This design comes from an exercise in tuning for small area and a short achievable clock period on the open sky130 flow, not from production work. At most, simulation tests tie the RTL to the original design; equivalence was not proved.

// FIR_transposed
module FIR_transposed(clk, reset, noisy_signal, filtered_real);
Size in the first run: ~880 flip-flops, ~34 I/O pins, roughly 71,000 sq um of cells after synthesis.
export LEC_CHECK = 0
export ABC_CLOCK_PERIOD_IN_PS = 500
export CAP_MARGIN = 20
export CORE_MARGIN = 2
export CORE_UTILIZATION = 40
export SETUP_SLACK_MARGIN = 5
export SLEW_MARGIN = 20
export SYNTH_HIERARCHICAL = 1
create_clock -name core_clock -period 13.0 [get_ports {clk}]
run.sh (not shown) runs the stock make flow with config.mk's settings and CLKGATE_MAP_FILE= SYNTH_SCRIPT=/design/flow/synth_recipe.tcl, a recipe that flattens the netlist after the stock synthesis.
The first run finished with timing, DRC and antenna clean.
Change:
- ABC_CLOCK_PERIOD_IN_PS: 500 -> 1000
Outcome:
- The changed run went through all stages and came out clean
- clock-buffer cell count does not change
- critical path depth is unchanged
- register-to-register slack hardly moves
- die area stays the same
- utilization is unchanged
- via count is unchanged
- first-iteration DRC count does not change
- final area stays the same
Change:
==> flow/flow/run.sh (new file) <==
#!/bin/bash
# Standard layout with a larger setup-repair margin.
bash standard.sh SETUP_SLACK_MARGIN=7 finish > standard.log 2>&1
==> flow/standard.sh (new file) <==
#!/bin/bash
# synth_recipe.tcl (not shown) runs the flow's synth.tcl, then flattens the netlist and writes it again
# the make line also repeats each setting of config.mk as NAME=value (left out here)
make -C /OpenROAD-flow-scripts/flow DESIGN_CONFIG=/design/flow/config.mk WORK_HOME=/design/flow/orfs CLKGATE_MAP_FILE= SYNTH_SCRIPT=/design/flow/synth_recipe.tcl "${@:-finish}"
- ABC_CLOCK_PERIOD_IN_PS: 1000 -> 2000
removed: flow/run.sh
After rerunning: Critical path depth went up by 2; hold slack gains 0.027 ns; first-iteration DRC count went up by 3.4%.
No run of this note included a check of the RTL's function; only the layout flow was run.

---

before:
FIR_transposed, a different RTL version from the one above (not shown whole).
Size in the first run: about 5000 cells after synthesis, ~930 flip-flops, ~34 I/O pins, roughly 0.073 mm^2 of cells after synthesis.
==> flow/config.mk <==
export PLATFORM = sky130hd
export DESIGN_NAME = FIR_transposed
export DESIGN_NICKNAME = FIR_transposed
export VERILOG_FILES = /design/flow/design.v
export SDC_FILE = /design/flow/constraint.sdc
export NUM_CORES = 8
export LEC_CHECK = 0
export ABC_CLOCK_PERIOD_IN_PS = 2000
export CAP_MARGIN = 20
export CORE_MARGIN = 2
export CORE_UTILIZATION = 40
export SETUP_SLACK_MARGIN = 5
export SLEW_MARGIN = 20
export SYNTH_HIERARCHICAL = 1
==> flow/constraint.sdc <==
create_clock -name core_clock -period 13.0 [get_ports {clk}]
set_input_delay 2.6000 -clock core_clock [delete_from_list [all_inputs] [get_ports {clk}]]
set_output_delay 2.6000 -clock core_clock [all_outputs]
set_load 0.01 [all_outputs]
standard.sh (not shown) runs the stock make flow with config.mk's settings and CLKGATE_MAP_FILE= SYNTH_SCRIPT=/design/flow/synth_recipe.tcl, a recipe that flattens the netlist after the stock synthesis.
==> flow/flow/run.sh <==
#!/bin/bash
# Standard layout with a larger setup-repair margin.
bash standard.sh SETUP_SLACK_MARGIN=5.9 finish > standard.log 2>&1
before | status: complete | timing, DRC, antenna: pass
Edits applied to the flow inputs when going from before to after:
==> flow/run.sh (new file) <==
#!/bin/bash
# synth_recipe.tcl (not shown) runs the flow's synth.tcl, then flattens the netlist and writes it again
# the make line also repeats each setting of config.mk as NAME=value (left out here)
make -C /OpenROAD-flow-scripts/flow DESIGN_CONFIG=/design/flow/config.mk WORK_HOME=/design/flow/orfs CLKGATE_MAP_FILE= SYNTH_SCRIPT=/design/flow/synth_recipe.tcl finish
--- a/flow/config.mk
+++ b/flow/config.mk
@@ -10,5 +10,5 @@
 export CORE_MARGIN = 2
 export CORE_UTILIZATION = 40
-export SETUP_SLACK_MARGIN = 5
+export SETUP_SLACK_MARGIN = 0
 export SLEW_MARGIN = 20
 export SYNTH_HIERARCHICAL = 1
removed: flow/flow/run.sh
removed: flow/standard.sh
[summary]
Comparing fraction of layout cells with a size suffix above 1 for before and after, the bigger number came from before. Global placer's final weighted congestion in after vs before: down about 0.34%.
Function was not checked in any run of this note: the RTL went through the layout flow alone.

---

## run 1
Another version of the RTL of FIR_transposed (not shown whole).
For scale: ~5,000 cells after synthesis, ~910 flip-flops, roughly 34 I/O pins.
clock: 13.0 ns
lec_check: 0
abc_clock_period_in_ps: 2000
cap_margin: 20
core_margin: 2
core_utilization: 55
cts_cluster_diameter: 100
cts_cluster_size: 22
setup_slack_margin: 5
slew_margin: 20
synth_hierarchical: 1
run.sh (not shown) runs the stock make flow with config.mk's settings and CLKGATE_MAP_FILE= SYNTH_SCRIPT=/design/flow/synth_recipe.tcl, a recipe that flattens the netlist after the stock synthesis.
Stock flow here: none of the scripts above is used.
Run 1 completed end to end with timing, DRC and antenna clean.
Relative to run 1, the following input files were edited for run 2:
- a change of CORE_UTILIZATION from 55 to 40
- a deleted CTS_CLUSTER_SIZE that had been 22
- a deleted CTS_CLUSTER_DIAMETER that had been 100
==> flow/flow/run.sh (new file) <==
#!/bin/bash
# Standard layout with a larger setup-repair margin.
bash standard.sh SETUP_SLACK_MARGIN=5.8 finish > standard.log 2>&1
==> flow/standard.sh (new file) <==
#!/bin/bash
# synth_recipe.tcl (not shown) runs the flow's synth.tcl, then flattens the netlist and writes it again
# the make line also repeats each setting of config.mk as NAME=value (left out here)
make -C /OpenROAD-flow-scripts/flow DESIGN_CONFIG=/design/flow/config.mk WORK_HOME=/design/flow/orfs CLKGATE_MAP_FILE= SYNTH_SCRIPT=/design/flow/synth_recipe.tcl "${@:-finish}"
removed: flow/run.sh
Notes after the runs:
In summary, run 2 completed successfully, with a layout that passed the timing, DRC and antenna checks.
In the tables for run 1 and run 2, final area reads lower with run 1.
The startpoint of the most critical setup path comes out noisy_signal[0] in one run and noisy_signal[4] in the other, namely in run 1 and run 2 respectively.
Delta(wire length after detailed routing, run 2 - run 1) > 0
Summary — sum of buffers and inverters on the critical path, run 2 relative to run 1: higher, by 1.
[compare] base=run 1 new=run 2: setup slack of the worst register-to-register path went up by 0.22 ns, total via count in the routed design moved up, total number of nets in the final design now larger.
When run 2 is measured against run 1, its maximum frequency turns out 9.1% higher.
The pin count of the biggest net entering global routing number comes out lower for run 2 vs run 1.
Input changes introduced in run 3 (baseline for comparison: run 2):
==> flow/run.sh (new file) <==
#!/bin/bash
# synth_recipe.tcl (not shown) runs the flow's synth.tcl, then flattens the netlist and writes it again
# the make line also repeats each setting of config.mk as NAME=value (left out here)
make -C /OpenROAD-flow-scripts/flow DESIGN_CONFIG=/design/flow/config.mk WORK_HOME=/design/flow/orfs CLKGATE_MAP_FILE= SYNTH_SCRIPT=/design/flow/synth_recipe.tcl finish
removed: flow/flow/run.sh
removed: flow/standard.sh
==> comparison <==
Run 3 packs its core looser than run 2. Routed length on met3 (run 3 vs. run 2) decreases slightly. Synthesis-to-layout area growth for run 3 is lower than for run 2. The worst-path cell with the longest stage delay comes out mux2_4 in one run and clkdlybuf4s50_1 in the other, namely in run 2 and run 3 respectively. Compared to run 2, the routing of run 3 uses less wire. The fmax of run 3 falls short of that of run 2 by 9.0%. Run 2: all stages complete, timing, DRC and antenna checks passed. The flow did not stop early for run 3: all stages ran, and the layout cleared the timing, DRC and antenna checks. | first-pass GRT wire length | run 2 vs run 3 | ≈ equal |. Status: estimated wirelength of the detail-placed design parity (run 3, run 2).
diff inputs: run 3 => run 4
- CTS_CLUSTER_DIAMETER now 60, previously not set
- CTS_CLUSTER_SIZE now 30, previously not set
### Flow results
Status: well tap count parity (run 3, run 4)
Going from run 3 to run 4, final cell count without fillers decreased 46, worst slack after detailed placement saw little to no change, global-route met3 utilization was more or less identical, count of clock-buffer cells in the layout went down.
Looking at final non-filler cell area, run 4 sits about 0.8% below run 3.
Looking at worst setup slack, run 4 sits 0.028 ns above run 3.
The lower clock period minus worst slack came out of run 4.
Higher maximum frequency from static timing analysis was reported by run 4, not run 3.
No run of this note included a check of the RTL's function; only the layout flow was run.

---

## lane 1
Another version of the RTL of FIR_transposed (not shown whole).
Size in the first run: roughly 34 I/O pins, roughly 71000 µm² of cells after synthesis.
Design FIR_transposed, start of the top module:
module FIR_transposed(clk, reset, noisy_signal, filtered_real);
Settings: LEC_CHECK=0, ABC_CLOCK_PERIOD_IN_PS=2000, CAP_MARGIN=20, CORE_MARGIN=2, CORE_UTILIZATION=40, SETUP_SLACK_MARGIN=0, SLEW_MARGIN=20, SYNTH_HIERARCHICAL=1; clock period 13.0 ns.
Stock flow here: none of the scripts above is used.
In summary, lane 1 completed successfully, with a layout that passed the timing, DRC and antenna checks.
### lane 1 -> lane 2
- changing SETUP_SLACK_MARGIN from 0 to 5
### Flow results
Min final non-filler cell area across lane 2 and lane 1: lane 1. As far as count of TritonRoute iterations in the first routing pass goes, lane 2 and lane 1 are indistinguishable; the numbers are identical. The core of lane 2 is more densely filled than that of lane 1. Lane 2 -> lane 1: met1 global-route usage flat. Diff lane 1 -> lane 2: maximum clock frequency shows an increase of 16%; fraction of the cycle the final worst path needs shows a reduction of 9.6 points. A startpoint of the most critical setup path of noisy_signal[15] is what lane 2 shows, while Sa[1] belongs to lane 1. In summary, lane 2 completed successfully, with a layout that passed the timing, DRC and antenna checks.

---

Setup of rev 12:
Another version of the RTL of FIR_transposed (not shown whole).
Size in the first run: about 4900 cells after synthesis, ~880 flip-flops, about 34 I/O pins, roughly 71000 um^2 of cells after synthesis.
## FIR_transposed
module FIR_transposed(clk, reset, noisy_signal, filtered_real);
clock: 13.0 ns
lec_check: 0
abc_clock_period_in_ps: 2000
cap_margin: 20
core_margin: 2
core_utilization: 40
cts_buf_list: sky130_fd_sc_hd__clkbuf_4 sky130_fd_sc_hd__clkbuf_8
cts_cluster_size: 20
setup_slack_margin: 5
slew_margin: 20
synth_hierarchical: 1
[inputs] rev 13 vs rev 12
Settings: CTS_CLUSTER_SIZE removed (was 20); CTS_BUF_LIST removed (was sky130_fd_sc_hd__clkbuf_4 sky130_fd_sc_hd__clkbuf_8).
Results
Rev 13: design area 0.74% below rev 12
Rev 13: done, clean on timing, DRC and antenna
Summary — shortest period the worst path allows, rev 13 relative to rev 12: higher, by 0.014 ns.
Between rev 13 and rev 12, the worst hold slack across all endpoints is lower for rev 13.
On total routing usage reported by global routing, rev 13 and rev 12 are basically level.
Function was not checked in any run of this note: the RTL went through the layout flow alone.

---

Another version of the RTL of FIR_transposed (not shown whole).
For scale: roughly 910 flip-flops.
export LEC_CHECK = 0
export ABC_CLOCK_PERIOD_IN_PS = 2000
export CAP_MARGIN = 20
export CORE_MARGIN = 2
export CORE_UTILIZATION = 65
export CTS_CLUSTER_DIAMETER = 100
export CTS_CLUSTER_SIZE = 22
export SETUP_SLACK_MARGIN = 5
export SLEW_MARGIN = 20
export SYNTH_HIERARCHICAL = 1
create_clock -name core_clock -period 13.0 [get_ports {clk}]
standard.sh (not shown) runs the stock make flow with config.mk's settings and CLKGATE_MAP_FILE= SYNTH_SCRIPT=/design/flow/synth_recipe.tcl, a recipe that flattens the netlist after the stock synthesis.
==> flow/flow/run.sh <==
#!/bin/bash
# Standard layout with a larger setup-repair margin.
bash standard.sh SETUP_SLACK_MARGIN=5.8 finish > standard.log 2>&1
The baseline produced a clean layout.
==> next run, changes <==
==> flow/flow/run.sh (replaced) <==
#!/bin/bash
# Standard layout with a larger setup-repair margin.
bash standard.sh SETUP_SLACK_MARGIN=6.0 finish > standard.log 2>&1
The new run completed without violations.
Global-route usage is about the same.
Routed wire length is higher by about 0.9%.
Utilization is higher by 1.0 points.
Die area stays the same.
Cell area is higher by 1.5%.
Final cell count is higher by about 0.8%.
Worst hold slack is about the same.
Setup slack is better by 0.11 ns.
Clock-buffer cell count stays the same.

---

FIR_transposed, a different RTL version from the one above (not shown whole).
Size in the first run: roughly 34 I/O pins, about 71000 sq um of cells after synthesis.
Settings: LEC_CHECK=0, ABC_CLOCK_PERIOD_IN_PS=2000, CAP_MARGIN=20, CORE_MARGIN=2, CORE_UTILIZATION=65, CTS_CLUSTER_DIAMETER=100, CTS_CLUSTER_SIZE=22, GPL_ROUTABILITY_DRIVEN=0, SETUP_SLACK_MARGIN=5, SLEW_MARGIN=20, SYNTH_HIERARCHICAL=1; clock period 13.0 ns.
==> flow/flow/run.sh <==
#!/bin/bash
# Standard layout with a larger setup-repair margin.
bash standard.sh SETUP_SLACK_MARGIN=6.0 finish > standard.log 2>&1
Rerun with:
GPL_ROUTABILITY_DRIVEN = not set   (was 0)
PLACE_DENSITY_LB_ADDON = 0.1   (was not set)
What happened:
- The new run completed with no timing, DRC or antenna violations
- flip-flop and latch count does not change
- final cell count hardly moves
- setup slack degrades by 0.032 ns
- routed wire length came out higher by about 12%
- global-route usage rose by 4.1 points
- final area stays flat
- clock skew shrinks by 0.0088 ns
- first-iteration DRC count drops by 2.0%
Rerun with:
==> flow/flow/run.sh (replaced) <==
#!/bin/bash
# Standard layout with a larger setup-repair margin.
bash standard.sh SETUP_SLACK_MARGIN=5.95 finish > standard.log 2>&1
PLACE_DENSITY_LB_ADDON = not set   (was 0.1)
=> The changed run passed the timing, DRC and antenna checks; global-route usage is lower by 3.3 points; non-clock buffer count is lower by 16; final cell count barely changes; wire length is lower by about 8%; final area is lower by about 0.45%; via count is lower by 0.76%; clock-buffer cell count does not change.
Rerun with:
==> flow/flow/run.sh (replaced) <==
#!/bin/bash
# Standard layout with a larger setup-repair margin.
bash standard.sh SETUP_SLACK_MARGIN=6.0 finish > standard.log 2>&1
The changed run produced a clean layout. Sequential share of layout area came out lower by 0.20 points. Design area came out higher by 0.98%. Setup slack improved by 0.061 ns. Non-clock buffer count went up by 37. Utilization is higher by 0.68 points. Global-route usage increases by 0.46 points. Area after synthesis does not change. Wire length increases by about 1.2%. Fmax rose by about 0.9%.

---

## JK
Another version of the RTL of FIR_transposed (not shown whole).
Size: about 5000 cells after synthesis, about 910 flip-flops, about 34 I/O pins, about 0.072 mm2 of cells after synthesis.
export LEC_CHECK = 0
export ABC_CLOCK_PERIOD_IN_PS = 2000
export CAP_MARGIN = 20
export CORE_MARGIN = 2
export CORE_UTILIZATION = 55
export CTS_CLUSTER_DIAMETER = 100
export CTS_CLUSTER_SIZE = 22
export SETUP_SLACK_MARGIN = 5
export SLEW_MARGIN = 20
export SYNTH_HIERARCHICAL = 1
create_clock -name core_clock -period 13.0 [get_ports {clk}]
==> flow/flow/run.sh <==
#!/bin/bash
# Standard layout with a larger setup-repair margin.
bash standard.sh SETUP_SLACK_MARGIN=5.8 finish > standard.log 2>&1
JK | stages: all done | timing, DRC, antenna: all pass
[inputs] MS vs JK
# JK
export LEC_CHECK = 0
export ABC_CLOCK_PERIOD_IN_PS = 2000
export CAP_MARGIN = 20
export CORE_MARGIN = 2
export CORE_UTILIZATION = 55
export CTS_CLUSTER_DIAMETER = 100
export CTS_CLUSTER_SIZE = 22
export SETUP_SLACK_MARGIN = 5
export SLEW_MARGIN = 20
export SYNTH_HIERARCHICAL = 1
create_clock -name core_clock -period 13.0 [get_ports {clk}]
# MS
export LEC_CHECK = 0
export ABC_CLOCK_PERIOD_IN_PS = 2000
export CAP_MARGIN = 20
export CORE_MARGIN = 2
export CORE_UTILIZATION = 75
export CTS_CLUSTER_DIAMETER = 100
export CTS_CLUSTER_SIZE = 22
export SETUP_SLACK_MARGIN = 5
export SLEW_MARGIN = 20
export SYNTH_HIERARCHICAL = 1
create_clock -name core_clock -period 13.0 [get_ports {clk}]
Results
The run showing the smaller cell count along the critical path is JK.
Status: number of nets in the final layout parity (MS, JK)
| number of CTS-inserted buffers | lower: MS |
MS: routed length on met1 is about 15% lower than what JK reported.
Diff JK -> MS: global routing usage on met2 rose 16 points; number of tap cells inserted fell 27%.

## static timing again, ports no longer ideal
How much do the figures lean on ideal ports? The routed layouts below were timed once more, with nothing changed but the port constraints.
Step 1, drivers: a clkbuf_16 drives clk and a buf_2 each remaining input, both assumed.
Step 2 also shifts input and output timing later by t, the mid clock arrival at the registers, as if the neighbouring blocks saw the same clock.
Slacks: ideal / step 1 / step 2; pairs: ideal / step 1.
run	t (ns)	slack for setup (ns)	latest minus earliest clock arrival (ns)	pins driven straight from the clock port
the first run of note 1	0.799	4.988 / 4.940 / 4.940	0.065 / 0.066	1
the second run of note 1	0.799	4.988 / 4.940 / 4.940	0.065 / 0.066	1
the third run of note 1	0.797	4.877 / 4.821 / 4.821	0.033 / 0.033	1
before	0.809	5.285 / 5.201 / 5.694	0.051 / 0.052	1
after	0.802	3.838 / 3.753 / 4.555	0.071 / 0.072	1
run 1	0.738	5.237 / 5.215 / 5.215	0.067 / 0.066	1
run 2	0.799	5.881 / 5.831 / 5.681	0.070 / 0.069	1
run 3	0.799	5.178 / 5.151 / 5.151	0.068 / 0.068	1
run 4	0.779	5.206 / 5.179 / 5.179	0.079 / 0.078	1
lane 1	0.770	3.908 / 3.829 / 4.555	0.085 / 0.084	1
lane 2	0.768	5.154 / 5.110 / 5.123	0.085 / 0.086	1
rev 12	0.924	5.090 / 5.010 / 5.259	0.065 / 0.065	1
rev 13	0.769	5.076 / 4.996 / 5.232	0.094 / 0.095	1
the first run of note 6	0.743	5.902 / 5.879 / 5.662	0.042 / 0.042	1
the second run of note 6	0.740	6.007 / 5.959 / 5.551	0.046 / 0.047	1
the first run of note 7	0.758	5.924 / 5.875 / 5.672	0.044 / 0.044	1
the second run of note 7	0.762	5.892 / 5.841 / 5.695	0.030 / 0.029	1
the third run of note 7	0.760	5.957 / 5.923 / 5.788	0.044 / 0.044	1
the fourth run of note 7	0.766	6.018 / 5.986 / 5.852	0.058 / 0.058	1
JK	0.766	5.802 / 5.739 / 5.583	0.065 / 0.066	1
MS	0.734	5.705 / 5.660 / 5.652	0.068 / 0.067	1
After both steps every run listed still meets setup and hold. For the second run of note 6, which loses most, drivers alone change the setup slack by -0.048 ns; drivers and shift together by -0.456 ns.
